This design comes from an exercise in tuning for small area, a short achievable clock period and few clock cycles on the open sky130 flow, not from production work.
RTL that was checked went through simulation tests only; none was proved equivalent to the original.
For runs 1, 2 and 5 to 7, only the layout was checked, not whether the RTL still works.
Power figures rest on the tool's default switching activity, not on a simulated workload.

File: flow/flow/run.sh
#!/bin/bash
# Layout flow: the standard flow (standard.sh) with two changes.
#  1. Synthesis is the standard synthesis script, except that ABC maps
#     the logic with flow/map.abc instead of ORFS's abc_area.script.  All
#     other synthesis steps, and so every register, are unchanged.
#  2. buffer_ports uses sky130_fd_sc_hd__buf_2 for the port buffers (every
#     input and output still gets its own buffer).
set -euo pipefail
W=$(pwd)
cat > "$W/my_synth.tcl" <<EOT
proc abc {args} {
  set i [lsearch -exact \$args -script]
  if {\$i >= 0} { lset args [expr {\$i+1}] $W/flow/map.abc }
  yosys abc {*}\$args
}
source $W/synth_recipe.tcl
EOT
sed "s#SYNTH_SCRIPT=[^ ]*#SYNTH_SCRIPT=$W/my_synth.tcl#" standard.sh > my_standard.sh
grep -q "SYNTH_SCRIPT=$W/my_synth.tcl" my_standard.sh
export BUFFER_PORTS_ARGS="-buffer_cell sky130_fd_sc_hd__buf_2"
bash my_standard.sh > standard.log 2>&1
File: flow/flow/map.abc
&get -n
&st
&dch
&nf -R 1000
&put
topo
stime -c
buffer -c
upsize -c
dnsize -c
File: flow/standard.sh
#!/bin/bash
# synth_recipe.tcl (not shown) runs the flow's synth.tcl, then flattens the netlist and writes it again
# the make line also repeats each setting of config.mk as NAME=value (left out here)
make -C /OpenROAD-flow-scripts/flow DESIGN_CONFIG=/design/flow/config.mk WORK_HOME=/design/flow/orfs CLKGATE_MAP_FILE= SYNTH_SCRIPT=/design/flow/synth_recipe.tcl "${@:-finish}"
File: flow/config.mk
export PLATFORM = sky130hd
export DESIGN_NAME = FAdd
export DESIGN_NICKNAME = FAdd
export VERILOG_FILES = /design/flow/design.v
export SDC_FILE = /design/flow/constraint.sdc
export NUM_CORES = 4
export LEC_CHECK = 0
export ABC_AREA = 1
export CAP_MARGIN = 20
export CORE_MARGIN = 2
export CORE_UTILIZATION = 30
export CTS_BUF_LIST = sky130_fd_sc_hd__clkbuf_8
export SETUP_SLACK_MARGIN = 1.5
export SLEW_MARGIN = 20
File: flow/constraint.sdc
create_clock -name core_clock -period 10.0 [get_ports {clk}]
set_input_delay 2.0000 -clock core_clock [delete_from_list [all_inputs] [get_ports {clk}]]
set_output_delay 2.0000 -clock core_clock [all_outputs]
set_load 0.01 [all_outputs]
File: flow/design.v
module FAdd(
    input rst,
    input clk,
    input  [31:0]               a,
    input  [31:0]               b,
    output reg [31:0]           c,
    output reg [2:0]            state
);
    wire a_s = a[31];
    wire b_s = b[31];
    wire [7:0] a_e = a[30:23];
    wire [7:0] b_e = b[30:23];
    wire a_h = |a_e;
    wire b_h = |b_e;
    wire a_max = &a_e;
    wire b_max = &b_e;
    wire a_mz = ~|a[22:0];
    wire b_mz = ~|b[22:0];
    wire a_inf = a_max & a_mz;
    wire b_inf = b_max & b_mz;
    wire any_nan = (a_max & ~a_mz) | (b_max & ~b_mz) | (a_inf & b_inf & (a_s ^ b_s));
    wire swap, same;
    fa_gt #(31) u_cmp(.a(b[30:0]), .b(a[30:0]), .gt(swap), .eq(same));
    wire [7:0] ea1 = {a_e[7:1], a_e[0] | ~a_h};    
    wire [7:0] eb1 = {b_e[7:1], b_e[0] | ~b_h};
    wire [7:0] d = swap ? eb1 - ea1 : ea1 - eb1;
    wire [7:0] e_big = swap ? eb1 : ea1;
    wire s_big = swap ? b_s : a_s;
    wire [23:0] m_big = swap ? {b_h, b[22:0]} : {a_h, a[22:0]};
    wire [23:0] m_sml = swap ? {a_h, a[22:0]} : {b_h, b[22:0]};
    wire sub = a_s ^ b_s;
    wire big = |d[7:5];
    reg [25:0] t;
    reg        st;
    integer k;
    always @* begin
        t = {m_sml, 2'b00};
        st = 1'b0;
        for (k = 0; k < 5; k = k + 1)
            if (d[k]) begin
                st = st | |(t & ((26'd1 << (1 << k)) - 1));
                t = t >> (1 << k);
            end
    end
    wire [25:0] al = big ? 26'd0 : t;
    wire sticky = big ? |m_sml : st;
    wire [27:0] op_s = {1'b0, al, sticky};
    wire [27:0] sum;
    fa_add #(28) u_add(.x({1'b0, m_big, 3'b000}), .y(op_s ^ {28{sub}}), .ci(sub), .s(sum));
    reg first_n;               
    reg [27:0] r_sum;
    reg [7:0]  r_e;
    reg        r_s;
    reg        r_nan;
    always @(posedge clk) begin
        first_n <= rst;
        if (!first_n) begin
            r_sum <= sum;
            r_e   <= e_big;
            r_s   <= s_big & ~(sub & same);    
            r_nan <= any_nan;
        end
    end
    reg [27:0] lim;
    integer i;
    always @* begin
        for (i = 0; i < 28; i = i + 1)
            lim[i] = (r_e == 27 - i);
    end
    wire [27:0] lz_in = r_sum | lim;
    wire [4:0] lz;
    fa_lzc u_lzc(.x({lz_in, 4'b0000}), .n(lz), .zero());
    reg [27:0] n;
    integer j;
    always @* begin
        n = r_sum;
        for (j = 4; j >= 0; j = j - 1)
            if (lz[j]) n = n << (1 << j);
    end
    wire [7:0] ex = {8{n[27]}} & (r_e + 8'd1 - {3'b0, lz});
    wire below = r_sum[27] ? |r_sum[2:0] : r_sum[26] ? |r_sum[1:0] : r_sum[25] & r_sum[0];
    wire rnd = n[3] & (below | n[4]);
    wire [30:0] pk;
    fa_inc #(31) u_inc(.x({ex, n[26:4]}), .ci(rnd), .s(pk));
    wire ovf = (r_e == 8'd254) & r_sum[27];
    always @* begin
        state = {3{first_n}};
        if (r_nan)
            c = 32'h7f800001;
        else if (&r_e | ovf)         
            c = {r_s, 8'hff, 23'd0};
        else
            c = {r_s, pk};
    end
endmodule
module fa_add #(parameter N = 28) (
    input  [N-1:0] x,
    input  [N-1:0] y,
    input          ci,
    output [N-1:0] s
);
    localparam M = N + 1;
    reg [M-1:0] g, p, gn, pn;
    integer l, i;
    always @* begin
        g = {x & y, ci};
        p = {x ^ y, 1'b0};
        for (l = 1; l < M; l = l * 2) begin
            gn = g; pn = p;
            for (i = 0; i < M; i = i + 1)
                if ((i / l) % 2 == 1) begin
                    gn[i] = g[i] | (p[i] & g[(i/l)*l - 1]);
                    pn[i] = p[i] & p[(i/l)*l - 1];
                end
            g = gn; p = pn;
        end
    end
    assign s = x ^ y ^ g[M-2:0];
endmodule
module fa_inc #(parameter N = 31) (
    input  [N-1:0] x,
    input          ci,
    output [N-1:0] s
);
    reg [N-1:0] p, pn;
    integer l, i;
    always @* begin
        p = x;
        for (l = 1; l < N; l = l * 2) begin
            pn = p;
            for (i = 0; i < N; i = i + 1)
                if ((i / l) % 2 == 1) pn[i] = p[i] & p[(i/l)*l - 1];
            p = pn;
        end
    end
    assign s = x ^ ({p[N-2:0], 1'b1} & {N{ci}});
endmodule
module fa_gt #(parameter N = 31) (
    input  [N-1:0] a,
    input  [N-1:0] b,
    output         gt,
    output         eq
);
    reg [N-1:0] g, e, gn, en;
    integer l, i;
    always @* begin
        g = a & ~b;
        e = ~(a ^ b);
        for (l = 1; l < N; l = l * 2) begin
            gn = g; en = e;
            for (i = 0; i < N; i = i + 1)
                if ((i / l) % 2 == 1) begin
                    gn[i] = g[i] | (e[i] & g[(i/l)*l - 1]);
                    en[i] = e[i] & e[(i/l)*l - 1];
                end
            g = gn; e = en;
        end
    end
    assign gt = g[N-1];
    assign eq = e[N-1];
endmodule
module fa_lzc (
    input  [31:0] x,
    output [4:0]  n,
    output        zero
);
    reg [15:0] z0;  reg [15:0] c0;       
    reg [7:0]  z1;  reg [15:0] c1;       
    reg [3:0]  z2;  reg [11:0] c2;       
    reg [1:0]  z3;  reg [7:0]  c3;       
    integer i;
    always @* begin
        for (i = 0; i < 16; i = i + 1) begin
            z0[i] = ~x[2*i+1] & ~x[2*i];
            c0[i] = ~x[2*i+1];
        end
        for (i = 0; i < 8; i = i + 1) begin
            z1[i] = z0[2*i+1] & z0[2*i];
            c1[2*i +: 2] = z0[2*i+1] ? {1'b1, c0[2*i]} : {1'b0, c0[2*i+1]};
        end
        for (i = 0; i < 4; i = i + 1) begin
            z2[i] = z1[2*i+1] & z1[2*i];
            c2[3*i +: 3] = z1[2*i+1] ? {1'b1, c1[2*(2*i) +: 2]} : {1'b0, c1[2*(2*i+1) +: 2]};
        end
        for (i = 0; i < 2; i = i + 1) begin
            z3[i] = z2[2*i+1] & z2[2*i];
            c3[4*i +: 4] = z2[2*i+1] ? {1'b1, c2[3*(2*i) +: 3]} : {1'b0, c2[3*(2*i+1) +: 3]};
        end
    end
    assign n = z3[1] ? {1'b1, c3[3:0]} : {1'b0, c3[7:4]};
    assign zero = z3[1] & z3[0];
endmodule
==> flow_summary.ini, run 1 <==
[placement]
place_congestion = 0.9397
port_buffers = 100
post_place_instance_area_mm2 = 0.009161
dp.final_hpwl_um = 20330

[layout]
fin_nets = 1364
mostFrequentLayoutCell = nor2_1
filler_cell_count = 3034
sequential_cell_area_mm2 = 0.001161
drive_above_1_share_pct = 16.64
most-common-layout-cells = nor2_1, a21oi_1, nand2_1, buf_2, mux2i_1
layout_stage_area_growth_over_the_synthesis_result_pct = 12.33
multi_input_comb_area_mm2 = 0.006693
finish.instance_area_mm2 = 0.009527
antenna_cells_inserted = 0

[critical_path]
critPathLaunchType = register
worst_r2r_path_depth = 2
critPathCapture = c[24]
crit_path_max_incr_delay_ps = 360
cpMostUsedCell = nand3_1
cp.arrival_ps = 5980
worstSetupEndpointType = primary output
regToRegEndpoint = r_e[1]
critical_path_type = reg2out
cp_data_required_time_ps = 8000
crit_start = r_e[6]
rr_startpoint = first_n
cpMaxStageDelayCell = edfxtp_1
timing.reg2reg.setup_slack_ps = 8850
critPathMaxFanout = 13

[yosys]
synth.distinct_cells = 86
yosysSeqAreaShare_pct = 13.69
synth-warning-count = 5
syn-mean-instance-area_um2 = 7.512
postSynthNetCount = 1280
yosys_register_bits = 39
synth-async-reset-ratio_pct = 0
netlist_instances = 1129
post_synth_top_flop = edfxtp_1
synth_enable_flop_cells = 38
syn_area_mm2 = 0.008481

[drt]
first_iter_violations = 511
drt-wirelength-per-cell_um = 15.59
postRouteAntennaNets = 0
dr_total_vias = 8266
drt-vias-per-instance = 5.192
wl_um = 24820
detail_route.drc_violations = 0
drt_pre_antenna_iters = 5

[run_status]
status = complete, no violations

[sta]
post-route-period-util_pct = 79.76
setup_viol = 0
hold_ws_ps = 906.0
drv_slew = 0
max_slew_margin_pct = 40.09
minimum_clock_period_after_layout_ps = 7976
report.final.hold_viol_count = 0
rsz0062_at_grt = false
worst_pin_slew_ps = 895.3
fin_setup_tns_ps = 0
peak_clock_frequency_supported_by_timing_mhz = 125.4
finClkSkew_ps = 2.655

[global_route]
globalRoute.totalOverflow = 0
grt_pass1_vias = 7326
grt_start_max_net_pins = 119
grt_pass1_wl_um = 39060
antenna_violations_before_repair = 0
grt_usage_pct = 16.44

[clock_tree]
cts_inserted_buffers = 5
hold_buffers = 0
clk_transition_reported_paths_ps = 70
clock_tree.root_cell = clkbuf_8
clock_sink_count = 39
clkLatencyLatePin_ps = 290
cts.path.max_buffers = 2
htree_levels = 2
tritoncts = done

[power_and_ir_drop]
total_power_divided_by_cell_area_mw_per_mm2 = 179.4
vdd_drop_max_mv = 0.05847
leakage_nw = 4.166

[run]
maxCapViolCount = 0

[floorplanning]
start_util_pct = 30.53
ports_placed_on_the_boundary = 101
die_h_um = 172.1
die-area_mm2 = 0.02963
row_count = 61
floorplan.die.width_um = 172.1
core_region_area_mm2 = 0.02778

[worst_hold_path]
worst_hold_path_type = reg2reg
==> cells in the mapped netlist (13+ instances only) <==
library cell | number | area (µm²)
nor4_1 | 16 | 100.1
a211oi_1 | 15 | 112.6
nor2_1 | 136 | 510.5
nand4_1 | 30 | 187.7
nand3_1 | 22 | 110.1
edfxtp_1 | 38 | 1141
mux2i_1 | 98 | 980.9
o21ai_0 | 64 | 320.3
xor2_1 | 40 | 350.3
nand2_1 | 103 | 386.6
clkbuf_1 | 21 | 78.83
a21o_1 | 13 | 97.59
xnor2_1 | 26 | 227.7
inv_1 | 74 | 277.8
nor3_1 | 16 | 80.08
a21oi_1 | 126 | 630.6
a31oi_1 | 16 | 100.1
a311oi_1 | 13 | 113.9
ha_1 | 79 | 988.5
==> stage by stage <==
step | util (%) | std cells | setup WS [ps] | power (W)
after global placement | 32.98 | 1561 | 1270 | 0.001539
after floorplan | - | 1129 | 2148 | 0.001235
after CTS | 33.41 | 1570 | 1604 | 0.001684
after detailed placement | 32.98 | 1561 | 1163 | 0.001549
final | 34.29 | 1592 | 2024 | 0.001709
after global routing | 34.29 | 1592 | 1497 | 0.001880
==> layer usage <==
| metal | vias up | routed length, µm | track usage, % |
|---|---|---|---|
| met3 | 27 | 935 | 0.7095 |
| met4 | 0 | 468 | 4.129 |
| met2 | 229 | 11200 | 26.93 |
| li1 | 4265 | - | - |
| met5 | - | 0 | 0 |
| met1 | 3745 | 12210 | 23.69 |
==> how the worst min path moves through the flow <==
stage,start,cells after the start,to,slack (ps)
after floorplan,first_n,1,r_e[0],1120
after global placement,first_n,2,r_sum[6],910
after detailed placement,first_n,2,r_sum[5],920
after CTS,first_n,2,r_sum[5],940
after global routing,first_n,2,r_sum[5],1010
final,first_n,2,r_sum[6],910
==> power breakdown <==
part | internal [W] | switching [W]
clock network | 0.0000730 | 0.0000530
logic | 0.000512 | 0.000757
registers | 0.000250 | 0.0000642
==> kinds of logic after synthesis <==
logic type	Yosys count	synth area share, %
AND/OR/NAND/NOR	382	21.27
flip-flops	39	13.69
XOR/XNOR	67	7.008
AO/OA/AOI/OAI	315	23.40
buffers and inverters	134	8.587
adder cells (fa/ha/maj)	85	13.07
multiplexers	107	12.97
==> repair_timing <==
item | CTS | global route
gates cloned | 1 | 1
buffers inserted | 0 | 21
pin swaps | 0 | 3
setup endpoints to repair | 1 | 33
resized for setup | 0 | 11
==> registers in the layout, summed over array words and instances, names as in the netlist <==
signal	flops
r_s	1
r_e	8
first_n	1
r_nan	1
r_sum	28
==> worst max-delay path, delay by kind of cell (launching register included) <==
kind / cells / cell delay, ps
mux: 2 / 500
flops: 1 / 360
fa+ha+maj: 1 / 210
compound gates: 5 / 1050
simple gates: 15 / 2720
buf+inv: 7 / 830
==> final cells by class <==
cell class	instances	area share, %
Multi-Input combinational cell	957	70.25
Sequential cell	39	12.19
Timing Repair Buffer	133	8.340
Tap cell	378	4.965
Inverter	77	3.126
Clock buffer	5	0.7224
Clock inverter	3	0.4071
==> run 2, diff against run 1 <==
--- a/flow/config.mk
+++ b/flow/config.mk
@@ -10,5 +10,5 @@
 export CORE_MARGIN = 2
 export CORE_UTILIZATION = 30
 export CTS_BUF_LIST = sky130_fd_sc_hd__clkbuf_8
-export SETUP_SLACK_MARGIN = 1.5
+export SETUP_SLACK_MARGIN = 2.0
 export SLEW_MARGIN = 20
==> run 2 against run 1 <==
Final cell count up 0.82%. Critical endpoint is now r_sum[20]. Still clean. Sequential power about the same. Highest routed layer unchanged. Design area up 3.4%.
==> flow_summary.ini, run 2 <==
[critical_path]
regToRegEndpoint = r_e[1]
worst_r2r_path_depth = 2
cp.arrival_ps = 7720
crit_path_max_incr_delay_ps = 490
critPathMaxFanout = 7
worstSetupEndpointType = register
cpMostUsedCell = mux2i_1
cp_data_required_time_ps = 10040
critPathLaunchType = input pin
timing.reg2reg.setup_slack_ps = 8850
rr_startpoint = first_n
critical_path_type = in2reg
cpMaxStageDelayCell = or4_1

[yosys]
postSynthNetCount = 1280
post-synth-top-area-fraction_pct = 13.46
syn-mean-instance-area_um2 = 7.512
post_synth_top_flop = edfxtp_1
synth-async-reset-ratio_pct = 0
leading_area_contributor_after_synthesis = edfxtp_1
yosys_register_bits = 39
syn_area_mm2 = 0.008481
netlist_top_cells_area = edfxtp_1, ha_1, mux2i_1
synth-warning-count = 5
synth.distinct_cells = 86
synth.cells.most_frequent = nor2_1, a21oi_1, nand2_1
yosysSeqAreaShare_pct = 13.69
post-synth-top-count-cell = nor2_1
synth_enable_flop_cells = 38
netlist_instances = 1129

[sta]
fin_setup_tns_ps = 0
setup_viol = 0
hold_ws_ps = 904.9
report.final.hold_viol_count = 0
drv_slew = 0
rsz0062_at_grt = false
post-route-period-util_pct = 76.74
worst_pin_slew_ps = 898.3
peak_clock_frequency_supported_by_timing_mhz = 130.3
finClkSkew_ps = 2.374
max_slew_margin_pct = 39.89
minimum_clock_period_after_layout_ps = 7674

[layout]
multi_input_comb_area_mm2 = 0.006854
most-common-layout-cells = nor2_1, a21oi_1, nand2_1, buf_2, mux2i_1
layout_stage_area_growth_over_the_synthesis_result_pct = 16.14
antenna_cells_inserted = 0
largest_register = r_sum
filler_cell_count = 3000
flip_flop_count_of_the_largest_register_all_copies_and_words_added = 28
layout_top_registers = r_sum: 28 flops, r_e: 8 flops
fin_nets = 1377
mostFrequentLayoutCell = nor2_1
drive_above_1_share_pct = 19.72
sequential_cell_area_mm2 = 0.001161

[placement]
place_congestion = 0.9397
dp.final_hpwl_um = 20330
port_buffers = 100

[global_route]
grt_pass1_vias = 7490
grt_pass1_wl_um = 39740
globalRoute.totalOverflow = 0
antenna_violations_before_repair = 0
grt_usage_pct = 16.72
grt_start_max_net_pins = 60

[drt]
drt_pre_antenna_iters = 5
wl_um = 25570
dr_total_vias = 8360
first_iter_violations = 405
drt-vias-per-instance = 5.209
detail_route.drc_violations = 0
drt-wirelength-per-cell_um = 15.93
postRouteAntennaNets = 0

[clock_tree]
tritoncts = done
clkLatencyLatePin_ps = 290
clock_sink_count = 39
clock_tree.root_cell = clkbuf_8
cts.path.max_buffers = 2
htree_levels = 2
clk_transition_reported_paths_ps = 70
cts_inserted_buffers = 5

[worst_hold_path]
worst_hold_path_type = reg2reg
timing.hold.worst_path_depth = 2
timing.hold.worst.start = first_n
end_point_of_the_worst_hold_path = r_sum[6]

[floorplanning]
ports_placed_on_the_boundary = 101
start_util_pct = 30.53
die-area_mm2 = 0.02963
core_region_area_mm2 = 0.02778
floorplan.die.width_um = 172.1
die_h_um = 172.1
row_count = 61

[power_and_ir_drop]
combPwrFrac_pct = 75.1
switching_share_pct = 50.93
vdd_drop_max_mv = 0.05902
share_of_power_burned_in_the_clock_network_pct = 7.1
leakage_nw = 4.277
p_seq_share_pct = 17.8
total_power_divided_by_cell_area_mw_per_mm2 = 180.8
p_sw_w = 0.0009071
p_int_w = 0.0008739

[run]
maxCapViolCount = 0

[run_status]
status = complete, no violations
==> run 2: cell counts after synthesis <==
Identical to the previous run, type by type.
==> run 2: final cells by class <==
| cell class | instances | area share (%) |
|---|---|---|
| Clock buffer | 5 | 0.6987 |
| Clock inverter | 3 | 0.3938 |
| Inverter | 77 | 3.023 |
| Multi-Input combinational cell | 958 | 69.59 |
| Sequential cell | 39 | 11.79 |
| Tap cell | 378 | 4.802 |
| Timing Repair Buffer | 145 | 9.705 |
==> run 2: metrics by stage <==
stage	setup WS [ps]	util (%)	instance area [µm²]	total power (W)	instances
floorplan	2148	-	8481	0.001235	1129
global placement	1270	32.98	9161	0.001539	1561
detailed placement	1163	32.98	9161	0.001549	1561
CTS	1999	34.04	9458	0.001705	1583
global route	1939	35.45	9849	0.001953	1605
finish	2326	35.45	9849	0.001781	1605
==> run 2: cell families (layout without fill, tap and decap cells) <==
kind of cell,Yosys count,in the layout,share of synthesized area [%]
buffers and inverters,134,230,8.587
DFF,39,39,13.69
AOI/OAI and AO/OA,315,315,23.40
xor gates and xnor gates,67,67,7.008
muxes,107,108,12.97
adders and majority gates,85,85,13.07
and+or+nand+nor,382,383,21.27
==> run 2: how the worst max path moves through the flow <==
| stage | from | to | slack, ps | cells after the start |
|---|---|---|---|---|
| final | a[17] | r_sum[20] | 2330 | 31 |
| after global routing | r_e[6] | c[24] | 1940 | 25 |
| after CTS | a[25] | r_sum[20] | 2000 | 29 |
| after detailed placement | a[25] | r_sum[20] | 1160 | 27 |
| after global placement | a[25] | r_sum[20] | 1270 | 27 |
| after floorplan | a[17] | r_sum[20] | 2150 | 30 |
==> run 2: layer usage <==
| layer | GRT usage [%] | share of wire (%) |
|---|---|---|
| met3 | 0.7553 | 3.6 |
| met5 | 0 | 0 |
| met2 | 27.59 | 46 |
| met4 | 4.531 | 2.1 |
| met1 | 23.79 | 48 |
==> run 2: power by group through the flow <==
stage / Sequential (W) / Clock (W) / Combinational [W]
after floorplan: 0.000281 / 0 / 0.000954
after global placement: 0.000316 / 0 / 0.00122
after detailed placement: 0.000315 / 0 / 0.00123
after CTS: 0.000312 / 0.000131 / 0.00126
after global routing: 0.000320 / 0.000136 / 0.00150
final: 0.000317 / 0.000126 / 0.00134
==> run 2: critical path: cells and delay by family <==
family	cells	cell delay, ps
AOI/OAI and AO/OA	10	1810
xor gates and xnor gates	1	80
adders and majority gates	2	490
buffers and inverters	6	710
muxes	4	910
and+or+nand+nor	8	1730
==> run 2: what timing repair did <==
action	in CTS	in global routing
endpoints found under the setup margin	27	37
gates resized for setup	6	45
hold buffers	0	0
pin swaps	3	7
gates cloned	2	3
setup buffers	12	19
==> run 3, diff against run 2 <==
--- a/flow/design.v
+++ b/flow/design.v
@@ -78,8 +78,7 @@
             if (lz[j]) n = n << (1 << j);
     end
     wire [7:0] ex = {8{n[27]}} & (r_e + 8'd1 - {3'b0, lz});
-    wire below = r_sum[27] ? |r_sum[2:0] : r_sum[26] ? |r_sum[1:0] : r_sum[25] & r_sum[0];
-    wire rnd = n[3] & (below | n[4]);
+    wire rnd = n[3] & (n[2] | n[1] | n[0] | n[4]);
     wire [30:0] pk;
     fa_inc #(31) u_inc(.x({ex, n[26:4]}), .ci(rnd), .s(pk));
     wire ovf = (r_e == 8'd254) & r_sum[27];
--- a/flow/config.mk
+++ b/flow/config.mk
@@ -9,6 +9,6 @@
 export CAP_MARGIN = 20
 export CORE_MARGIN = 2
 export CORE_UTILIZATION = 30
-export CTS_BUF_LIST = sky130_fd_sc_hd__clkbuf_8
+export CTS_BUF_LIST = sky130_fd_sc_hd__clkbuf_4 sky130_fd_sc_hd__clkbuf_8
 export SETUP_SLACK_MARGIN = 2.0
 export SLEW_MARGIN = 20
==> run 3 against run 2 <==
Still clean on timing, DRC and antenna. Utilization down 0.48 points. Via count fell by 0.30%. Clock skew rose by 5.4 ps. Non-clock buffer count fell by 22. Highest routed layer unchanged.
==> flow_summary.ini, run 3 <==
[floorplanning]
floorplan.die.width_um = 168.5
core_region_area_mm2 = 0.02673
row_count = 60
start_util_pct = 30.37
ports_placed_on_the_boundary = 101
die-area_mm2 = 0.02839
die_h_um = 168.5

[clock_tree]
clk_transition_reported_paths_ps = 70
tritoncts = done
htree_levels = 2
hold_buffers = 0
cts.path.max_buffers = 2
clkLatencyLatePin_ps = 290
clock_tree.root_cell = clkbuf_8
cts_inserted_buffers = 5
clock_sink_count = 39

[global_route]
grt_pass1_vias = 7446
grt_pass1_wl_um = 38210
antenna_violations_before_repair = 0
grt_usage_pct = 16.33
grt_start_max_net_pins = 124
globalRoute.totalOverflow = 0

[yosys]
synth-warning-count = 5
synth_enable_flop_cells = 38
yosys.area_share.xor_xnor_pct = 6.690
synth.distinct_cells = 64
yosys_register_bits = 39
netlist_top_cells_area = edfxtp_1, ha_1, a21oi_1
post_synth_top_flop = edfxtp_1
synth.cells.most_frequent = nor2_1, a21oi_1, nand2_1
synth-async-reset-ratio_pct = 0
synth_top_family_by_area = compound AO/OA/AOI/OAI gates
syn_area_mm2 = 0.008117
syn-mean-instance-area_um2 = 6.985
netlist_instances = 1162
synthAdderAreaFrac_pct = 13.50
leading_area_contributor_after_synthesis = edfxtp_1
post_synth_simple_gate_area_pct = 23.00
yosys-mux-area-fraction_pct = 10.47
post-synth-top-count-cell = nor2_1
yosysSeqAreaShare_pct = 14.31
post-synth-top-area-fraction_pct = 14.06
postSynthNetCount = 1312
post_synthesis_compound_gate_area_fraction_pct = 24.80

[drt]
drt-vias-per-instance = 5.302
postRouteAntennaNets = 0
first_iter_violations = 413
drt_pre_antenna_iters = 5
drt-wirelength-per-cell_um = 15.59
dr_total_vias = 8335
wl_um = 24500
detail_route.drc_violations = 0

[run_status]
status = complete, no violations

[power_and_ir_drop]
total_power_w = 0.001696
vdd_drop_max_mv = 0.06954
total_power_divided_by_cell_area_mw_per_mm2 = 181.4
leakage_nw = 4.172

[placement]
dp.final_hpwl_um = 20110
port_buffers = 100
post_place_instance_area_mm2 = 0.008920
place_congestion = 0.9337
placed_cells = 1553

[layout]
drive_above_1_share_pct = 15.60
antenna_cells_inserted = 0
final_cells = 1572
mostFrequentLayoutCell = nor2_1
finish.instance_area_mm2 = 0.009348
largest_register = r_sum
fin_nets = 1380
flip_flop_count_of_the_largest_register_all_copies_and_words_added = 28
layout_top_registers = r_sum: 28 flops, r_e: 8 flops
most-common-layout-cells = nor2_1, a21oi_1, buf_2, nand2_1, o21ai_0
layout_stage_area_growth_over_the_synthesis_result_pct = 15.17

[critical_path]
crit_path_leading_delay_family = compound AO/OA/AOI/OAI gates
cpMaxStageDelayCell = ha_1
timing.reg2reg.setup_slack_ps = 8850
critPathLaunchType = input pin
critical_path_type = in2reg
cp.arrival_ps = 7630
worstSetupEndpointType = register
crit_start = a[15]
crit_path_max_incr_delay_ps = 310
critPathMaxFanout = 31
buf_inv_stages_crit_path = 6
cp_data_required_time_ps = 10020
rr_startpoint = first_n

[sta]
worst_pin_slew_ps = 618.7
max_slew_margin_pct = 58.69
report.final.hold_viol_count = 0
finClkSkew_ps = 7.791
drv_slew = 0
setup_viol = 0
post-route-period-util_pct = 76.12
fin_setup_tns_ps = 0
rsz0062_at_grt = false
minimum_clock_period_after_layout_ps = 7612
peak_clock_frequency_supported_by_timing_mhz = 131.4

[worst_hold_path]
worst_hold_path_type = reg2reg
timing.hold.worst.start = first_n

[run]
maxCapViolCount = 0
[run 3: cell types whose count changed in the layout (fill, tap and decap cells not counted), moves of 11 or more]
| cell | change |
|---|---|
| a21oi_2 | -13 |
| mux2i_1 | -18 |
| o21ai_1 | -12 |
| nand4_1 | -11 |
| o21ai_0 | +21 |
| nor2_1 | +28 |
| buf_4 | -18 |
| a21oi_1 | +41 |
[run 3: final timing paths]
kind	depth (start not counted)	end
min reg2reg	2	r_e[4]
min	2	r_e[4]
max reg2reg	2	r_sum[19]
max	31	r_sum[27]
[run 3: through the flow]
| step | hold slack [ps] | util (%) | setup slack [ps] |
|---|---|---|---|
| 3_3_place_gp | 874.4 | 33.38 | 1615 |
| 2_1_floorplan | 1121 | - | 2111 |
| 4_1_cts | 907.5 | 34.13 | 2019 |
| 6_report | 889.0 | 34.98 | 2388 |
| 5_1_grt | 954.9 | 34.98 | 1928 |
| 3_5_place_dp | 887.9 | 33.38 | 1426 |
[run 3: cell type report]
class,count,area [µm²]
inverters,79,296.5
flip-flops and latches,39,1161
fillers,2901,17380
clock inverters,2,60.06
clock buffers,6,76.32
well taps,341,426.7
multi-input cells,982,6616
repair buffers,123,710.7
[run 3: kinds of logic after synthesis]
kind of cell | after synthesis
AOI/OAI and AO/OA | 343
xor gates and xnor gates | 62
DFF | 39
buffers and inverters | 142
and+or+nand+nor | 408
muxes | 84
adders and majority gates | 84
[run 3: worst register-to-register path, stage by stage (launching register included)]
cell and delay [ps]:
dfxtp_1 320, inv_1 50, buf_4 400
[run 3: report_power, final]
group	total [W]	switching, W	internal (W)
Sequential	0.000312	0.0000629	0.000249
Clock	0.000154	0.0000521	0.000102
Combinational	0.00123	0.000733	0.000496
Total	0.00170	0.000848	0.000848
[run 3: repair_timing]
action	4_1_cts	5_1_grt
setup buffers	3	5
resized for setup	10	38
pin swaps	2	4
endpoints found under the setup margin	16	32
cloned	0	3
[run 3: per-layer routing]
layer	GRT usage [%]	vias up	wire length (µm)
met5	0	-	0
met1	22.87	3733	11760
met2	27.25	252	11130
met4	5.060	0	510
li1	-	4319	-
met3	0.6780	31	1111
Testbench counts of run 3, summed over its fixed seeds: cycles 24,000.
==> run 4, diff against run 3 <==
--- a/flow/flow/run.sh
+++ b/flow/flow/run.sh
@@ -3,7 +3,7 @@
 #  1. Synthesis is the standard synthesis script, except that ABC maps
 #     the logic with flow/map.abc instead of ORFS's abc_area.script.  All
 #     other synthesis steps, and so every register, are unchanged.
-#  2. buffer_ports uses sky130_fd_sc_hd__buf_2 for the port buffers (every
+#  2. buffer_ports uses sky130_fd_sc_hd__buf_1 for the port buffers (every
 #     input and output still gets its own buffer).
 set -euo pipefail
 W=$(pwd)
@@ -17,5 +17,5 @@
 EOT
 sed "s#SYNTH_SCRIPT=[^ ]*#SYNTH_SCRIPT=$W/my_synth.tcl#" standard.sh > my_standard.sh
 grep -q "SYNTH_SCRIPT=$W/my_synth.tcl" my_standard.sh
-export BUFFER_PORTS_ARGS="-buffer_cell sky130_fd_sc_hd__buf_2"
+export BUFFER_PORTS_ARGS="-buffer_cell sky130_fd_sc_hd__buf_1"
 bash my_standard.sh > standard.log 2>&1
--- a/flow/config.mk
+++ b/flow/config.mk
@@ -9,6 +9,6 @@
 export CAP_MARGIN = 20
 export CORE_MARGIN = 2
 export CORE_UTILIZATION = 30
-export CTS_BUF_LIST = sky130_fd_sc_hd__clkbuf_4 sky130_fd_sc_hd__clkbuf_8
+export CTS_BUF_LIST = sky130_fd_sc_hd__clkbuf_8
 export SETUP_SLACK_MARGIN = 2.0
 export SLEW_MARGIN = 20
==> run 4 against run 3 <==
Still clean. Wire length rose by 6.4%. Non-clock buffer count grew 21. Synthesized cell count stayed put. Design area increased by 3.0%. Register-to-register slack about the same. Final cell count up 1.5%. Synthesized area is the same. Utilization is 1.1 points higher.
==> flow_summary.ini, run 4 <==
[run_status]
status = complete, no violations

[floorplanning]
die-area_mm2 = 0.02839
start_util_pct = 30.37
core_region_area_mm2 = 0.02673
die_h_um = 168.5
ports_placed_on_the_boundary = 101
floorplan.die.width_um = 168.5
row_count = 60

[critical_path]
cp.arrival_ps = 7760
regToRegEndpoint = r_sum[2]
critical_path_type = in2reg
timing.reg2reg.setup_slack_ps = 8860
worstSetupEndpointType = register
rr_startpoint = first_n
cpMaxStageDelayCell = a2111oi_2
crit_path_max_incr_delay_ps = 400
cp_data_required_time_ps = 10020
critPathMaxFanout = 14
worst_r2r_path_depth = 2
cpMostUsedCell = a21o_1
critPathLaunchType = input pin

[global_route]
grt_pass1_wl_um = 39230
antenna_violations_before_repair = 0
grt_start_max_net_pins = 63
met1_usage_pct = 23.48
grt_busiest_layer = met2
globalRoute.totalOverflow = 0
grt_util_met3_pct = 0.4442
grt.met2_usage_pct = 28.99
grt_pass1_vias = 7528
grt_usage_pct = 16.91

[clock_tree]
hold_buffers = 0
htree_levels = 2
cts.path.max_buffers = 2
clkLatencyLatePin_ps = 290
clk_transition_reported_paths_ps = 70
clock_tree.root_cell = clkbuf_8
tritoncts = done
cts_inserted_buffers = 5
clock_sink_count = 39

[placement]
dp.final_hpwl_um = 20350
port_buffers = 100
post_place_instance_area_mm2 = 0.008798
place_congestion = 0.9460

[power_and_ir_drop]
switching_share_pct = 51.53
p_int_w = 0.0008315
leakage_nw = 4.067
combPwrFrac_pct = 74.4
total_power_w = 0.001715
p_sw_w = 0.0008839
p_seq_share_pct = 18.4
share_of_power_burned_in_the_clock_network_pct = 7.3
total_power_divided_by_cell_area_mw_per_mm2 = 178.1
vdd_drop_max_mv = 0.06316

[yosys]
synth.cells.most_frequent = nor2_1, a21oi_1, nand2_1
synth-warning-count = 5
postSynthNetCount = 1312
post_synth_top_flop = edfxtp_1
yosysSeqAreaShare_pct = 14.31
syn-mean-instance-area_um2 = 6.985
synth_enable_flop_cells = 38
netlist_top_cells_area = edfxtp_1, ha_1, a21oi_1
synth.distinct_cells = 64
netlist_instances = 1162
post-synth-top-area-fraction_pct = 14.06
post-synth-top-count-cell = nor2_1
synth-async-reset-ratio_pct = 0
leading_area_contributor_after_synthesis = edfxtp_1
syn_area_mm2 = 0.008117
yosys_register_bits = 39

[sta]
max_slew_margin_pct = 34.78
rsz0062_at_grt = true
finClkSkew_ps = 6.273
fin_setup_tns_ps = 0
report.final.hold_viol_count = 0
worst_pin_slew_ps = 974.8
setup_viol = 0
post-route-period-util_pct = 77.48
drv_slew = 0
peak_clock_frequency_supported_by_timing_mhz = 129.1
minimum_clock_period_after_layout_ps = 7748

[drt]
detail_route.drc_violations = 0
postRouteAntennaNets = 0
dr_total_vias = 8660
first_iter_violations = 479
drt-wirelength-per-cell_um = 16.34
drt-vias-per-instance = 5.429
drt_pre_antenna_iters = 5
wl_um = 26070

[worst_hold_path]
end_point_of_the_worst_hold_path = r_e[3]
timing.hold.worst.start = first_n
timing.hold.worst_path_depth = 2
worst_hold_path_type = reg2reg

[layout]
layout_top_registers = r_sum: 28 flops, r_e: 8 flops
mostFrequentLayoutCell = nor2_1
finish.instance_area_mm2 = 0.009632
largest_register = r_sum
most-common-layout-cells = nor2_1, a21oi_1, nand2_1, buf_1
drive_above_1_share_pct = 11.72
flip_flop_count_of_the_largest_register_all_copies_and_words_added = 28
antenna_cells_inserted = 0
filler_cell_count = 2898
fin_nets = 1403
finish.utilization_pct = 36.04
layout_stage_area_growth_over_the_synthesis_result_pct = 18.67

[run]
maxCapViolCount = 0
## run 4: cell counts after synthesis
No cell type changed its count.
## run 4: cells by family after synthesis
| kind of cell | Yosys count | share of synthesized area, % |
|---|---|---|
| AOI/OAI and AO/OA | 343 | 24.80 |
| xor gates and xnor gates | 62 | 6.690 |
| DFF | 39 | 14.31 |
| and+or+nand+nor | 408 | 23.00 |
| adders and majority gates | 84 | 13.50 |
| buffers and inverters | 142 | 7.230 |
| muxes | 84 | 10.47 |
## run 4: power groups by stage
stage	Combinational, W	Clock [W]	Sequential, W
floorplan	0.000890	0	0.000280
global placement	0.00115	0	0.000312
detailed placement	0.00116	0	0.000312
CTS	0.00119	0.000129	0.000309
global route	0.00142	0.000136	0.000316
finish	0.00128	0.000125	0.000315
## run 4: area by class of cell
| cell class | instances | area, µm² | area share [%] |
|---|---|---|---|
| Multi-Input combinational cell | 984 | 6773 | 70.32 |
| Sequential cell | 39 | 1161 | 12.06 |
| Timing Repair Buffer | 144 | 864.6 | 8.976 |
| Tap cell | 341 | 426.7 | 4.430 |
| Inverter | 79 | 296.5 | 3.079 |
| Clock buffer | 5 | 68.82 | 0.7145 |
| Clock inverter | 3 | 41.29 | 0.4287 |
## run 4: worst max-delay path by stage
stage	start	end	slack [ps]
2_1_floorplan	a[17]	r_sum[20]	2110
3_3_place_gp	a[26]	r_sum[27]	1360
3_5_place_dp	a[26]	r_sum[20]	1340
4_1_cts	r_e[6]	c[30]	1980
5_1_grt	a[23]	r_sum[20]	1930
6_report	a[23]	r_sum[27]	2250
## run 4: worst max-delay path, delay by kind of cell
family | cells | cell delay (ps)
compound gates | 16 | 2990
simple gates | 4 | 910
fa+ha+maj | 2 | 570
buf+inv | 5 | 530
xor+xnor | 3 | 460
mux | 1 | 270
## run 4: metrics by stage
stage               setup slack, ps  hold WS, ps  cells
floorplan                      2111         1121   1162
global placement               1364        881.2   1552
detailed placement             1341        890.9   1552
CTS                            1982        908.7   1571
global route                   1933        973.4   1595
finish                         2252        893.8   1595
## run 4: what timing repair did
| action | in CTS | in global routing |
|---|---|---|
| setup buffers | 8 | 19 |
| gates cloned | 3 | 5 |
| endpoints found under the setup margin | 29 | 32 |
| pin swaps | 4 | 16 |
| gates resized for setup | 16 | 70 |
## run 4: per-layer routing
metal,wire (µm),up-vias
li1,-,4375
met1,12120,3946
met2,12180,302
met3,1146,37
met4,628,0
met5,0,-
==> run 5, diff against run 4 <==
--- a/flow/design.v
+++ b/flow/design.v
@@ -44,9 +44,10 @@
     end
     wire [25:0] al = big ? 26'd0 : t;
     wire sticky = big ? |m_sml : st;
-    wire [27:0] op_s = {1'b0, al, sticky};
+    wire [2:0] lo = {al[1:0], sticky};
     wire [27:0] sum;
-    fa_add #(28) u_add(.x({1'b0, m_big, 3'b000}), .y(op_s ^ {28{sub}}), .ci(sub), .s(sum));
+    assign sum[2:0] = sub ? {lo[2] ^ (lo[1] | lo[0]), lo[1] ^ lo[0], lo[0]} : lo;
+    fa_add_lc #(25) u_add(.x({1'b0, m_big}), .y({1'b0, al[25:2]} ^ {25{sub}}), .ci(sub & ~|lo), .s(sum[27:3]));
     reg first_n;               
     reg [27:0] r_sum;
     reg [7:0]  r_e;
@@ -116,6 +117,30 @@
     end
     assign s = x ^ y ^ g[M-2:0];
 endmodule
+module fa_add_lc #(parameter N = 25) (
+    input  [N-1:0] x,
+    input  [N-1:0] y,
+    input          ci,
+    output [N-1:0] s
+);
+    reg [N-1:0] g, p, gn, pn;
+    integer l, i;
+    always @* begin
+        g = x & y;
+        p = x ^ y;
+        for (l = 1; l < N; l = l * 2) begin
+            gn = g; pn = p;
+            for (i = 0; i < N; i = i + 1)
+                if ((i / l) % 2 == 1) begin
+                    gn[i] = g[i] | (p[i] & g[(i/l)*l - 1]);
+                    pn[i] = p[i] & p[(i/l)*l - 1];
+                end
+            g = gn; p = pn;
+        end
+    end
+    wire [N-1:0] c = {g[N-2:0] | (p[N-2:0] & {(N-1){ci}}), ci};
+    assign s = x ^ y ^ c;
+endmodule
 module fa_inc #(parameter N = 31) (
     input  [N-1:0] x,
     input          ci,
--- a/flow/flow/run.sh
+++ b/flow/flow/run.sh
@@ -3,7 +3,7 @@
 #  1. Synthesis is the standard synthesis script, except that ABC maps
 #     the logic with flow/map.abc instead of ORFS's abc_area.script.  All
 #     other synthesis steps, and so every register, are unchanged.
-#  2. buffer_ports uses sky130_fd_sc_hd__buf_1 for the port buffers (every
+#  2. buffer_ports uses sky130_fd_sc_hd__buf_2 for the port buffers (every
 #     input and output still gets its own buffer).
 set -euo pipefail
 W=$(pwd)
@@ -17,5 +17,5 @@
 EOT
 sed "s#SYNTH_SCRIPT=[^ ]*#SYNTH_SCRIPT=$W/my_synth.tcl#" standard.sh > my_standard.sh
 grep -q "SYNTH_SCRIPT=$W/my_synth.tcl" my_standard.sh
-export BUFFER_PORTS_ARGS="-buffer_cell sky130_fd_sc_hd__buf_1"
+export BUFFER_PORTS_ARGS="-buffer_cell sky130_fd_sc_hd__buf_2"
 bash my_standard.sh > standard.log 2>&1
--- a/flow/config.mk
+++ b/flow/config.mk
@@ -8,7 +8,7 @@
 export ABC_AREA = 1
 export CAP_MARGIN = 20
 export CORE_MARGIN = 2
-export CORE_UTILIZATION = 30
+export CORE_UTILIZATION = 40
 export CTS_BUF_LIST = sky130_fd_sc_hd__clkbuf_8
-export SETUP_SLACK_MARGIN = 2.0
+export SETUP_SLACK_MARGIN = 1.5
 export SLEW_MARGIN = 20
==> run 5 against run 4 <==
Clock skew is 1.2 ps lower. Maximum frequency decreased by 5.0%. Wire length is 3.6% lower. Via count fell by 0.21%. Combinational power hardly changed. Worst hold slack got worse by 5.6 ps. Worst setup slack worse by 410 ps. Design area shrank 3.4%. Utilization up 10 points. Largest cell class unchanged.
==> flow_summary.ini, run 5 <==
[run_status]
status = complete, no violations

[drt]
dr_total_vias = 8642
drt_pre_antenna_iters = 8
first_iter_violations = 464
postRouteAntennaNets = 0
wl_um = 25130
drt-wirelength-per-cell_um = 16.59
detail_route.drc_violations = 0
drt-vias-per-instance = 5.704

[global_route]
antenna_violations_before_repair = 0
grt_usage_pct = 22.01
grt_start_max_net_pins = 90
globalRoute.totalOverflow = 0
grt_pass1_vias = 7717
grt_pass1_wl_um = 38980

[placement]
place_congestion = 0.9485
place_worst_setup_slack_ps = 1078
port_buffers = 100
dp.final_hpwl_um = 20310
placed_cells = 1482

[layout]
flip_flop_count_of_the_largest_register_all_copies_and_words_added = 28
fin_nets = 1391
most-common-layout-cells = a21oi_1, nor2_1, nand2_1, buf_2, o21ai_0
antenna_cells_inserted = 0
final_cells = 1515
drive_above_1_share_pct = 15.90
mostFrequentLayoutCell = a21oi_1
largest_register = r_sum
finish.utilization_pct = 46.28
layout_stage_area_growth_over_the_synthesis_result_pct = 14.10
layout_top_registers = r_sum: 28 flops, r_e: 8 flops

[yosys]
synth.distinct_cells = 78
post_synth_top_flop = edfxtp_1
leading_area_contributor_after_synthesis = edfxtp_1
synth-warning-count = 5
yosys_register_bits = 39
syn_area_mm2 = 0.008155
post-synth-top-count-cell = a21oi_1
synth.cells.most_frequent = a21oi_1, nor2_1, nand2_1
netlist_instances = 1161
postSynthNetCount = 1308
netlist_top_cells_area = edfxtp_1, ha_1, a21oi_1
syn-mean-instance-area_um2 = 7.024
yosysSeqAreaShare_pct = 14.24
synth-async-reset-ratio_pct = 0
post-synth-top-area-fraction_pct = 13.99
synth_enable_flop_cells = 38

[floorplanning]
floorplan.die.width_um = 146.8
ports_placed_on_the_boundary = 101
core_region_area_mm2 = 0.02010
start_util_pct = 40.57
die-area_mm2 = 0.02155
die_h_um = 146.8
row_count = 52

[clock_tree]
htree_levels = 2
hold_buffers = 0
clk_transition_reported_paths_ps = 80
cts_inserted_buffers = 5
clock_tree.root_cell = clkbuf_8
clkLatencyLatePin_ps = 290
cts.path.max_buffers = 2
clock_sink_count = 39
tritoncts = done

[sta]
hold_ws_ps = 888.2
fin_setup_tns_ps = 0
post-route-period-util_pct = 81.53
peak_clock_frequency_supported_by_timing_mhz = 122.7
worst_pin_slew_ps = 833.5
setup_viol = 0
timing.final.ws_setup_ps = 1847
rsz0062_at_grt = false
report.final.hold_viol_count = 0
finClkSkew_ps = 5.024
max_slew_margin_pct = 44.23
drv_slew = 0
minimum_clock_period_after_layout_ps = 8153

[power_and_ir_drop]
share_of_power_burned_in_the_clock_network_pct = 5.9
p_sw_w = 0.0009013
p_seq_share_pct = 18.5
total_power_divided_by_cell_area_mw_per_mm2 = 186.1
leakage_nw = 4.031
combPwrFrac_pct = 75.6
p_int_w = 0.0008303
vdd_drop_max_mv = 0.05713
switching_share_pct = 52.05

[critical_path]
cp.arrival_ps = 8190
crit_path_leading_delay_family = compound AO/OA/AOI/OAI gates
crit_path_max_incr_delay_ps = 390
worstSetupEndpointType = register
buf_inv_stages_crit_path = 5
critical_path_type = in2reg
rr_startpoint = first_n
critPathMaxFanout = 34
cpMaxStageDelayCell = a2111oi_2
cp_data_required_time_ps = 10030
critPathLaunchType = input pin
crit_start = a[1]
cpMostUsedCell = a21o_1

[run]
maxCapViolCount = 0

[worst_hold_path]
worst_hold_path_type = reg2reg
timing.hold.worst.start = first_n
==> run 5: changes by cell type in the layout (fill, tap and decap cells not counted), sizes merged, moves of 10 or more <==
cell,delta
xnor2,+20
o21ai,+20
xor2,-21
inv,-16
nor3,+10
nand2,+23
nor2,-23
==> run 5: worst reg2reg max path: stages, from the launching register on <==
cell     delay (ps)
dfxtp_1         330
inv_1            50
buf_4           390
==> run 5: what timing repair did <==
item | in CTS | in global routing
pin swaps | 0 | 4
resized for setup | 4 | 23
buffers inserted | 0 | 21
endpoints found under the setup margin | 8 | 20
gates cloned | 0 | 3
==> run 5: final cells by class <==
class	count	area, µm²
Clock buffer	5	68.82
Clock inverter	3	15.01
Fill cell	2087	10800
Inverter	65	247.7
Multi-Input combinational cell	998	6624
Sequential cell	39	1161
Tap cell	270	337.8
Timing Repair Buffer	135	850.8
==> run 5: stage by stage <==
stage               cell area (µm²)  power (W)
floorplan                      8155   0.001229
global placement               8820   0.001549
detailed placement             8827   0.001556
CTS                            8941   0.001668
global route                   9305   0.001898
finish                         9305   0.001732
==> run 5: worst paths after layout <==
check / end / slack, ps / depth (start not counted)
max reg2reg: r_sum[25] / 8850 / 2
max: r_sum[26] / 1850 / 31
min reg2reg: r_sum[8] / 890 / 2
min: r_sum[8] / 890 / 2
==> run 5: cell families (layout without fill, tap and decap cells) <==
kind of cell    Yosys count  after routing  share of synthesized area [%]
buf+inv                 125            208                          6.628
simple gates            420            421                          24.32
fa+ha+maj                81             81                          12.80
xor+xnor                 61             61                          6.643
mux                      78             78                          9.619
compound gates          357            357                          25.76
flops                    39             39                          14.24
==> run 5: power by group through the flow <==
stage	clock network [W]	logic (W)	registers [W]
2_1_floorplan	0	0.000947	0.000282
3_3_place_gp	0	0.00124	0.000314
3_5_place_dp	0	0.00124	0.000314
4_1_cts	0.000106	0.00125	0.000311
5_1_grt	0.000111	0.00147	0.000322
6_report	0.000101	0.00131	0.000320
==> run 5: layer usage <==
layer  vias to the layer above  share of wire [%]  GRT usage [%]
li1                       4381                  -              -
met1                      3927                 43          27.35
met2                       273                 49          39.48
met3                        61                4.0          1.491
met4                         0                4.0          9.126
met5                         -                  0              0
==> run 6, diff against run 5 <==
--- a/flow/config.mk
+++ b/flow/config.mk
@@ -8,7 +8,7 @@
 export ABC_AREA = 1
 export CAP_MARGIN = 20
 export CORE_MARGIN = 2
-export CORE_UTILIZATION = 40
+export CORE_UTILIZATION = 30
 export CTS_BUF_LIST = sky130_fd_sc_hd__clkbuf_8
 export SETUP_SLACK_MARGIN = 1.5
 export SLEW_MARGIN = 20
==> run 6 against run 5 <==
Synthesized cell count did not move. First-iteration DRC count rose by 22%. Utilization shrank 11 points. Clock power up 25%. Sequential share of layout area decreased by 0.25 points. Combinational power is essentially flat. Critical path type unchanged.
==> flow_summary.ini, run 6 <==
[critical_path]
critPathLaunchType = input pin
critPathMaxFanout = 13
cpMaxStageDelayCell = a2111oi_1
cp_data_required_time_ps = 10030
worstSetupEndpointType = register
cp.arrival_ps = 8260
crit_path_max_incr_delay_ps = 620
critical_path_type = in2reg
worst_r2r_path_depth = 2

[clock_tree]
cts.path.max_buffers = 2
clock_tree.root_cell = clkbuf_8
cts_inserted_buffers = 5
hold_buffers = 0
clkLatencyLatePin_ps = 290
clk_transition_reported_paths_ps = 80
clock_sink_count = 39
tritoncts = done
htree_levels = 2

[sta]
post-route-period-util_pct = 82.32
peak_clock_frequency_supported_by_timing_mhz = 121.5
worst_pin_slew_ps = 790.0
setup_viol = 0
minimum_clock_period_after_layout_ps = 8232
rsz0062_at_grt = true
report.final.hold_viol_count = 0
fin_setup_tns_ps = 0
timing.final.ws_setup_ps = 1768
max_slew_margin_pct = 47.22
drv_slew = 0
finClkSkew_ps = 11.89

[run]
maxCapViolCount = 0

[layout]
multi_input_comb_area_mm2 = 0.006728
largest_register = r_sum
finish.utilization_pct = 35.43
drive_above_1_share_pct = 16.28
antenna_cells_inserted = 0
most-common-layout-cells = a21oi_1, nor2_1, nand2_1, buf_2, o21ai_0
flip_flop_count_of_the_largest_register_all_copies_and_words_added = 28
filler_cell_count = 2868
layout_stage_area_growth_over_the_synthesis_result_pct = 16.43
layout_top_registers = r_sum: 28 flops, r_e: 8 flops
fin_nets = 1393
finish.instance_area_mm2 = 0.009495
sequential_cell_area_mm2 = 0.001161
mostFrequentLayoutCell = a21oi_1

[yosys]
syn_area_mm2 = 0.008155
synth.cells.most_frequent = a21oi_1, nor2_1, nand2_1
post_synth_top_flop = edfxtp_1
post-synth-top-area-fraction_pct = 13.99
yosysSeqAreaShare_pct = 14.24
synth.distinct_cells = 78
netlist_top_cells_area = edfxtp_1, ha_1, a21oi_1
syn-mean-instance-area_um2 = 7.024
synth_enable_flop_cells = 38
leading_area_contributor_after_synthesis = edfxtp_1
synth-warning-count = 5
post-synth-top-count-cell = a21oi_1
netlist_instances = 1161
postSynthNetCount = 1308
yosys_register_bits = 39
synth-async-reset-ratio_pct = 0

[placement]
post_place_instance_area_mm2 = 0.008909
place_worst_setup_slack_ps = 903.3
dp.final_hpwl_um = 20810
port_buffers = 100
place_congestion = 0.9498

[floorplanning]
die-area_mm2 = 0.02852
row_count = 60
ports_placed_on_the_boundary = 101
core_region_area_mm2 = 0.02680
die_h_um = 168.9
start_util_pct = 30.43
floorplan.die.width_um = 168.9

[drt]
drt_pre_antenna_iters = 5
postRouteAntennaNets = 0
drt-wirelength-per-cell_um = 16.45
drt-vias-per-instance = 5.489
wl_um = 26130
first_iter_violations = 566
detail_route.drc_violations = 0
dr_total_vias = 8716

[power_and_ir_drop]
total_power_divided_by_cell_area_mw_per_mm2 = 187.0
total_power_w = 0.001775
leakage_nw = 4.075
vdd_drop_max_mv = 0.05878

[global_route]
antenna_violations_before_repair = 0
globalRoute.totalOverflow = 0
grt_start_max_net_pins = 52
grt_usage_pct = 17.52
grt_pass1_wl_um = 40810
grt_pass1_vias = 7950

[run_status]
status = complete, no violations

[worst_hold_path]
worst_hold_path_type = reg2reg
timing.hold.worst_path_depth = 2
[run 6: final timing paths]
check             slack (ps)     from   endpoint
hold reg to reg          880  first_n     r_e[3]
hold / removal           880  first_n     r_e[3]
setup / recovery        1770    a[23]  r_sum[26]
setup reg to reg        8870  first_n   r_sum[9]
[run 6: area by class of cell]
| class | instances | area share, % |
|---|---|---|
| inverters | 65 | 2.570 |
| multi-input cells | 1002 | 70.85 |
| clock buffers | 5 | 0.7247 |
| clock inverters | 3 | 0.4612 |
| repair buffers | 133 | 8.670 |
| well taps | 341 | 4.493 |
| flip-flops and latches | 39 | 12.23 |
[run 6: repair_timing]
action,in CTS,in global routing
resized for setup,4,33
buffers inserted,1,20
cloned,3,4
endpoints found under the setup margin,10,22
pin swaps,1,5
[run 6: stage by stage]
stage	instances	hold slack, ps
floorplan	1161	1121
global placement	1552	869.5
detailed placement	1552	876.4
CTS	1564	898.0
global route	1588	974.7
finish	1588	876.4
[run 6: logic make-up (layout without fill, tap and decap cells)]
kind of cell,after synthesis,count (layout),synth area share (%)
AO/OA/AOI/OAI,357,358,25.76
XOR/XNOR,61,61,6.643
adder cells (fa/ha/maj),81,81,12.80
buffers and inverters,125,206,6.628
flip-flops,39,39,14.24
multiplexers,78,80,9.619
AND/OR/NAND/NOR,420,422,24.32
[run 6: power by group]
group / leakage [nW] / total [W] / switching (W) / internal, W
Sequential: 0.383 / 0.000321 / 0.0000700 / 0.000251
Clock: 0.0581 / 0.000126 / 0.0000516 / 0.0000742
Combinational: 3.63 / 0.00133 / 0.000800 / 0.000529
[run 6: critical path, delay by kind of cell]
kind	cells	cell delay, ps
mux	2	660
buf+inv	4	580
fa+ha+maj	2	710
xor+xnor	2	300
simple gates	4	590
compound gates	16	3400
[run 6: metal layers]
metal / global-route usage, % / vias to the layer above / wire length, µm / part of all wire [%]
li1: - / 4396 / - / -
met1: 23.28 / 3938 / 11990 / 46
met2: 30.15 / 310 / 11940 / 46
met3: 0.6547 / 72 / 1144 / 4.4
met4: 6.822 / 0 / 1058 / 4.0
met5: 0 / - / 0 / 0
==> run 7, diff against run 6 <==
--- a/flow/config.mk
+++ b/flow/config.mk
@@ -10,5 +10,5 @@
 export CORE_MARGIN = 2
 export CORE_UTILIZATION = 30
 export CTS_BUF_LIST = sky130_fd_sc_hd__clkbuf_8
-export SETUP_SLACK_MARGIN = 1.5
+export SETUP_SLACK_MARGIN = 2.0
 export SLEW_MARGIN = 20
==> run 7 against run 6 <==
Register-to-register slack is essentially flat. Synthesized area did not move. Worst setup slack gained 460 ps. Non-clock buffer count up 16. Clock skew grew 0.89 ps. Maximum frequency up 5.9%. Clock-buffer cell count stayed put. Die area unchanged. First-iteration DRC count up 22%. Sequential power hardly changed. Wire length increased by 4.3%. Critical path type unchanged. Largest power group unchanged.
==> flow_summary.ini, run 7 <==
[drt]
drt_pre_antenna_iters = 6
detail_route.drc_violations = 0
postRouteAntennaNets = 0
dr_total_vias = 8891
wl_um = 27250
drt-vias-per-instance = 5.536
drt-wirelength-per-cell_um = 16.97
first_iter_violations = 688

[floorplanning]
floorplan.die.width_um = 168.9
die_h_um = 168.9
ports_placed_on_the_boundary = 101
core_region_area_mm2 = 0.02680
die-area_mm2 = 0.02852
start_util_pct = 30.43
row_count = 60

[run_status]
status = complete, no violations

[sta]
fin_setup_tns_ps = 0
post-route-period-util_pct = 77.74
peak_clock_frequency_supported_by_timing_mhz = 128.6
minimum_clock_period_after_layout_ps = 7774
setup_viol = 0
rsz0062_at_grt = false
finClkSkew_ps = 12.77
worst_pin_slew_ps = 798.1
report.final.hold_viol_count = 0
drv_slew = 0
max_slew_margin_pct = 46.69

[layout]
finish.instance_area_mm2 = 0.01001
drive_above_1_share_pct = 21.34
layout_stage_area_growth_over_the_synthesis_result_pct = 22.80
antenna_cells_inserted = 0
mostFrequentLayoutCell = nor2_1
layout_top_registers = r_sum: 28 flops, r_e: 8 flops
most-common-layout-cells = nor2_1, a21oi_1, nand2_1, buf_2, o21ai_0
largest_register = r_sum
fin_nets = 1411
flip_flop_count_of_the_largest_register_all_copies_and_words_added = 28

[placement]
dp.final_hpwl_um = 20810
port_buffers = 100
post_place_instance_area_mm2 = 0.008909
place_congestion = 0.9498

[critical_path]
crit_path_max_incr_delay_ps = 420
cp_data_required_time_ps = 10020
critical_path_type = in2reg
critPathLaunchType = input pin
worstSetupEndpointType = register
timing.reg2reg.setup_slack_ps = 8870
cpMostUsedCell = a21o_1
critPathMaxFanout = 13
cp.arrival_ps = 7800
cpMaxStageDelayCell = a2111oi_4

[clock_tree]
htree_levels = 2
cts.path.max_buffers = 2
tritoncts = done
clock_tree.root_cell = clkbuf_8
clk_transition_reported_paths_ps = 80
clkLatencyLatePin_ps = 290
cts_inserted_buffers = 5
clock_sink_count = 39

[yosys]
synth-async-reset-ratio_pct = 0
post-synth-top-count-cell = a21oi_1
postSynthNetCount = 1308
yosysSeqAreaShare_pct = 14.24
synth-warning-count = 5
synth.cells.most_frequent = a21oi_1, nor2_1, nand2_1
syn_area_mm2 = 0.008155
synth_enable_flop_cells = 38
post-synth-top-area-fraction_pct = 13.99
netlist_instances = 1161
netlist_top_cells_area = edfxtp_1, ha_1, a21oi_1
leading_area_contributor_after_synthesis = edfxtp_1
syn-mean-instance-area_um2 = 7.024
synth.distinct_cells = 78
yosys_register_bits = 39
post_synth_top_flop = edfxtp_1

[worst_hold_path]
worst_hold_path_type = reg2reg

[power_and_ir_drop]
leakage_nw = 4.222
total_power_divided_by_cell_area_mw_per_mm2 = 186.5
vdd_drop_max_mv = 0.05895
total_power_w = 0.001868

[global_route]
antenna_violations_before_repair = 0
grt_start_max_net_pins = 52
globalRoute.totalOverflow = 0
grt_pass1_vias = 8160
grt_usage_pct = 18.00
grt_pass1_wl_um = 41930

[run]
maxCapViolCount = 0
[run 7: cell types whose count changed in the layout (fill, tap and decap cells not counted), moves of 3 or more]
cell     delta
a21oi_2    +21
ha_1        -4
o21ai_1     +5
and3_4      +3
o21ai_0     -7
o21ai_2     +3
a21oi_1    -22
buf_4      +12
nor2_1      -3
[run 7: cell families (layout without fill, tap and decap cells)]
group / after synthesis / in the layout / synth area share [%]
buf+inv: 125 / 222 / 6.628
xor+xnor: 61 / 61 / 6.643
flops: 39 / 39 / 14.24
simple gates: 420 / 422 / 24.32
mux: 78 / 81 / 9.619
fa+ha+maj: 81 / 81 / 12.80
compound gates: 357 / 359 / 25.76
[run 7: critical path: cells and delay by family]
| family | cells | cell delay [ps] |
|---|---|---|
| AOI/OAI and AO/OA | 19 | 3480 |
| muxes | 2 | 580 |
| buffers and inverters | 4 | 470 |
| adders and majority gates | 2 | 520 |
| and+or+nand+nor | 5 | 550 |
| xor gates and xnor gates | 1 | 160 |
[run 7: stage by stage]
| step | util [%] | hold WS, ps | setup WS, ps | std cells |
|---|---|---|---|---|
| after floorplan | - | 1121 | 2428 | 1161 |
| after global placement | 33.24 | 869.5 | 1032 | 1552 |
| after detailed placement | 33.24 | 876.4 | 903.3 | 1552 |
| after CTS | 34.82 | 898.0 | 1959 | 1572 |
| after global routing | 37.37 | 974.7 | 1883 | 1606 |
| final | 37.37 | 878.0 | 2226 | 1606 |
[run 7: cell type report]
type / instances / area, µm²
inverter: 65 / 251.5
sequential: 39 / 1161
clock inverter: 3 / 43.79
timing repair buffer: 149 / 1010
fill: 2821 / 16790
clock buffer: 5 / 68.82
multi-input combinational: 1004 / 7053
tap: 341 / 426.7
[run 7: layer usage]
metal,up-vias,routed length [µm],track usage [%]
met1,4027,12200,23.60
met4,0,1028,7.121
met2,355,12760,31.27
li1,4440,-,-
met5,-,0,0
met3,69,1259,0.7248
[run 7: worst paths after layout]
kind           start   endpoint  cells after the start
max reg2reg  first_n   r_sum[9]                      2
min reg2reg  first_n     r_e[4]                      2
min          first_n     r_e[4]                      2
max            a[17]  r_sum[26]                     33
[run 7: what timing repair did]
item                       CTS  global route
gates cloned                 7             4
hold buffers                 0             0
setup endpoints to repair   29            21
pin swaps                    5            14
setup buffers                5            30
gates resized for setup     27            91
[run 7: power breakdown]
part	leakage, nW	internal (W)	total (W)	switching [W]
logic	3.78	0.000581	0.00142	0.000839
clock network	0.0581	0.0000742	0.000126	0.0000520
registers	0.383	0.000251	0.000321	0.0000706

separate check: timing with driven ports:
How much do the figures lean on ideal ports? The routed layouts below were timed once more, with nothing changed but the port constraints.
Step 1: set_driving_cell puts a clkbuf_16 on clk and a buf_2 on each other input, an assumption about the parent block.
Step 2 moves the port delays by t, midway between the first and last clock arrival at a register: inputs arrive t later, outputs are due t later. That takes back most of the time a late clock gives input paths.
Slacks: no drivers / after step 1 / after step 2; pairs: no drivers / after step 1.
| run | t (ns) | slack for setup (ns) | worst setup path after step 2 | slew at the worst register clock pin (ns) |
|---|---|---|---|---|
| run 1 | 0.323 | 2.024 / 1.991 / 1.714 | input to register | 0.07 / 0.07 |
| run 2 | 0.323 | 2.326 / 2.336 / 2.013 | input to register | 0.07 / 0.07 |
| run 3 | 0.318 | 2.388 / 2.397 / 2.080 | input to register | 0.07 / 0.07 |
| run 4 | 0.318 | 2.252 / 2.255 / 1.938 | input to register | 0.08 / 0.08 |
| run 5 | 0.318 | 1.847 / 1.855 / 1.537 | input to register | 0.08 / 0.08 |
| run 6 | 0.320 | 1.768 / 1.780 / 1.460 | input to register | 0.08 / 0.08 |
| run 7 | 0.321 | 2.226 / 2.238 / 1.917 | input to register | 0.08 / 0.08 |
After both steps every run listed still meets setup and hold. For run 4, which loses most, drivers alone change the setup slack by +0.003 ns; drivers and shift together by -0.314 ns.
